This design comes from an exercise in tuning for small area and a short achievable clock period on the open sky130 flow, not from production work. RTL that was checked went through simulation tests only; none was proved equivalent to the original. Power is estimated from default activity; no workload was simulated.

==> module process, before the edit <==
module process(opcode,data,clk,rst,fout);
input [9:0]opcode;
input [4:0]data;
input clk,rst;
output [7:0]fout;
reg [3:0] fc;
reg sd, sh;
reg [2:0] d;
reg [7:0] qa;
reg [7:0] A, O, B;
reg [7:0] R1, R2, R3, R4;
reg dq;             
reg [2:0] dm;       
wire [3:0] op = opcode[9:6];
wire [2:0] so = opcode[5:3];
wire [7:0] r1n = (d == 3'd0) ? 8'b0 : (d == 3'd1) ? B : R1;
wire [7:0] an = sd ? {3'b000, data} : sh ? A : qa;
function [3:0] dstep;  
  input [2:0] m; input aj; input [3:0] D;
  reg q, b0, b1; reg [2:0] s;
  begin
    q = (m > D[3:1]) | ((m == D[3:1]) & (aj | ~D[0]));
    b0 = ~aj & D[0];
    b1 = (~m[0] & D[1]) | (~m[0] & b0) | (D[1] & b0);
    s = {m[1] ^ D[2] ^ b1, m[0] ^ D[1] ^ b0, aj ^ D[0]};
    dstep = {q, q ? s : {m[1:0], aj}};
  end
endfunction
wire [3:0] dn = an[3:0];
wire nq4 = (r1n[7:4] >= dn);
wire [2:0] nm4 = nq4 ? r1n[6:4] - dn[2:0] : r1n[6:4];
always @(posedge clk) begin
  case (op)
    4'd0:  fc <= 4'b0010;
    4'd1:  fc <= 4'b0000;
    4'd2:  fc <= 4'b0001;
    4'd3:  fc <= 4'b0100;
    4'd4:  fc <= 4'b0101;
    4'd5:  fc <= 4'b1000;
    4'd6:  fc <= 4'b1001;
    4'd7:  fc <= 4'b1010;
    4'd8:  fc <= 4'b1011;
    4'd9:  fc <= 4'b1100;
    4'd10: fc <= 4'b1101;
    4'd11: fc <= 4'b1111;
    4'd12: fc <= 4'b1110;
    default: ;
  endcase
  sd <= (so == 3'd5);
  sh <= so[2] & so[1];
  d  <= opcode[2:0];
  if (rst) qa <= 8'b0;
  else case (so)
    3'd1: qa <= R1;
    3'd2: qa <= R2;
    3'd3: qa <= R3;
    3'd4: qa <= R4;
    default: qa <= 8'b0;
  endcase
  A <= an;
  B <= O;
  case (d)
    3'd0: begin R1 <= 8'b0; R2 <= 8'b0; R3 <= 8'b0; R4 <= 8'b0; end
    3'd1: R1 <= B;
    3'd2: R2 <= B;
    3'd3: R3 <= B;
    3'd4: R4 <= B;
    default: ;
  endcase
  dq <= nq4;
  dm <= nm4;
end
wire [7:0] a = R1;
wire [7:0] b = A;
wire [3:0] db = b[3:0];
wire [3:0] v3 = {dm, a[3]};
wire [3:0] v2 = {dm[1:0], a[3:2]};
wire [3:0] v1 = {dm[0], a[3:1]};
wire [3:0] v0 = a[3:0];
wire [3:0] dx1 = {db[2:0], 1'b0};    
wire [3:0] dx2 = {db[1:0], 2'b0};
wire [3:0] dx4 = {db[0], 3'b0};
wire [3:0] dx3 = dx2 + dx1;
wire [3:0] dx5 = dx4 + dx1;
wire [3:0] dx6 = dx4 + dx2;
wire [3:0] dx7 = 4'd0 - dx1;
wire q3 = (v3 >= db);
wire c2a = (v2 >= db), c2b = (v2 - dx1 >= db);
wire q2 = q3 ? c2b : c2a;
wire c1a = (v1 >= db), c1b = (v1 - dx1 >= db), c1c = (v1 - dx2 >= db), c1d = (v1 - dx3 >= db);
wire q1 = q2 ? (q3 ? c1d : c1b) : (q3 ? c1c : c1a);
wire [7:0] c0 = {v0 - dx7 >= db, v0 - dx6 >= db, v0 - dx5 >= db, v0 - dx4 >= db,
                 v0 - dx3 >= db, v0 - dx2 >= db, v0 - dx1 >= db, v0 >= db};
wire q0 = c0[{q3, q2, q1}];
wire [4:0] q = {dq, q3, q2, q1, q0};
wire [7:0] prod = a * b;
wire [7:0] bx = b ^ {8{fc[0]}};
wire [7:0] sum = a + bx + {7'b0, fc[0]};
reg [7:0] lg, sh8, y;
always @* begin
  case (fc[1:0])
    2'd0: lg = ~a;
    2'd1: lg = a & b;
    2'd2: lg = a | b;
    default: lg = a ^ b;
  endcase
  case (fc[1:0])
    2'd0: sh8 = {b[6:0], 1'b0};
    2'd1: sh8 = {1'b0, b[7:1]};
    2'd2: sh8 = {b[6:0], b[7]};
    default: sh8 = {b[0], b[7:1]};
  endcase
  case (fc[3:2])
    2'd0: y = fc[1] ? 8'b0 : sum;
    2'd1: y = fc[0] ? {3'b000, q} : prod;
    2'd2: y = lg;
    default: y = sh8;
  endcase
end
always @(posedge clk) O <= y;
assign fout = O;
endmodule
Settings: LEC_CHECK=0, ABC_AREA=1, CAP_MARGIN=20, CORE_MARGIN=2, CORE_UTILIZATION=65, CTS_BUF_LIST=sky130_fd_sc_hd__clkbuf_4 sky130_fd_sc_hd__clkbuf_8, SETUP_SLACK_MARGIN=4.8, SLEW_MARGIN=20; clock period 7.5 ns.
standard.sh (not shown) runs the stock make flow with config.mk's settings and CLKGATE_MAP_FILE= SYNTH_SCRIPT=/design/flow/synth_recipe.tcl, a recipe that flattens the netlist after the stock synthesis.
==> flow/flow/run.sh <==
#!/bin/bash
# Standard layout with three changes to how it is made:
# - adders are not mapped to the slow fa/ha cells, so abc can restructure
#   the arithmetic for speed;
# - the port buffers are plain buf_2 cells instead of the delay cells that
#   buffer_ports picks on its own;
# - timing repair does not clone gates.
set -euo pipefail
bash standard.sh ADDER_MAP_FILE= "BUFFER_PORTS_ARGS=-buffer_cell sky130_fd_sc_hd__buf_2" SKIP_GATE_CLONING=1 finish > standard.log 2>&1
Then changed:
--- a/flow/design.v
+++ b/flow/design.v
@@ -49,13 +49,12 @@
   sd <= (so == 3'd5);
   sh <= so[2] & so[1];
   d  <= opcode[2:0];
-  if (rst) qa <= 8'b0;
-  else case (so)
-    3'd1: qa <= R1;
-    3'd2: qa <= R2;
-    3'd3: qa <= R3;
-    3'd4: qa <= R4;
-    default: qa <= 8'b0;
+  if (rst | (so == 3'd0)) qa <= 8'b0;
+  else case (so[1:0])
+    2'd0: qa <= R4;
+    2'd1: qa <= R1;
+    2'd2: qa <= R2;
+    default: qa <= R3;
   endcase
   A <= an;
   B <= O;
Clock power drops by about a fifth. Cell count climbs slightly. Fmax fell by a few percent. Final area climbs slightly. Sequential cell count is unchanged. Register-to-register slack barely changes. Wire length came out higher slightly.
No functional check of the RTL was part of the second run of this note.

re-timing with driven ports:
How much do the figures lean on ideal ports? The routed layouts below were timed once more, with nothing changed but the port constraints. Step 1 assumes that a clkbuf_16 drives the clock port and a buf_2 every other input. Step 2 times the ports against the registers' clock, not the clock port: input delays grow and output delays shrink by t, the midpoint of the rising clock arrivals with the driver on. a / b / c = no drivers / after step 1 / after step 2; a / b = the first two.
| run | shift t [ns] | setup WS [ns] | worst setup path after step 2 | worst slew at a driven data input, ns | pins driven straight from the clock port |
|---|---|---|---|---|---|
| the first run | 0.380 | 4.966 / 4.972 / 4.592 | input to register | 0.03 | 1 |
| the second run | 0.381 | 4.901 / 4.908 / 4.527 | input to register | 0.04 | 1 |
After both steps every run listed still meets setup and hold.
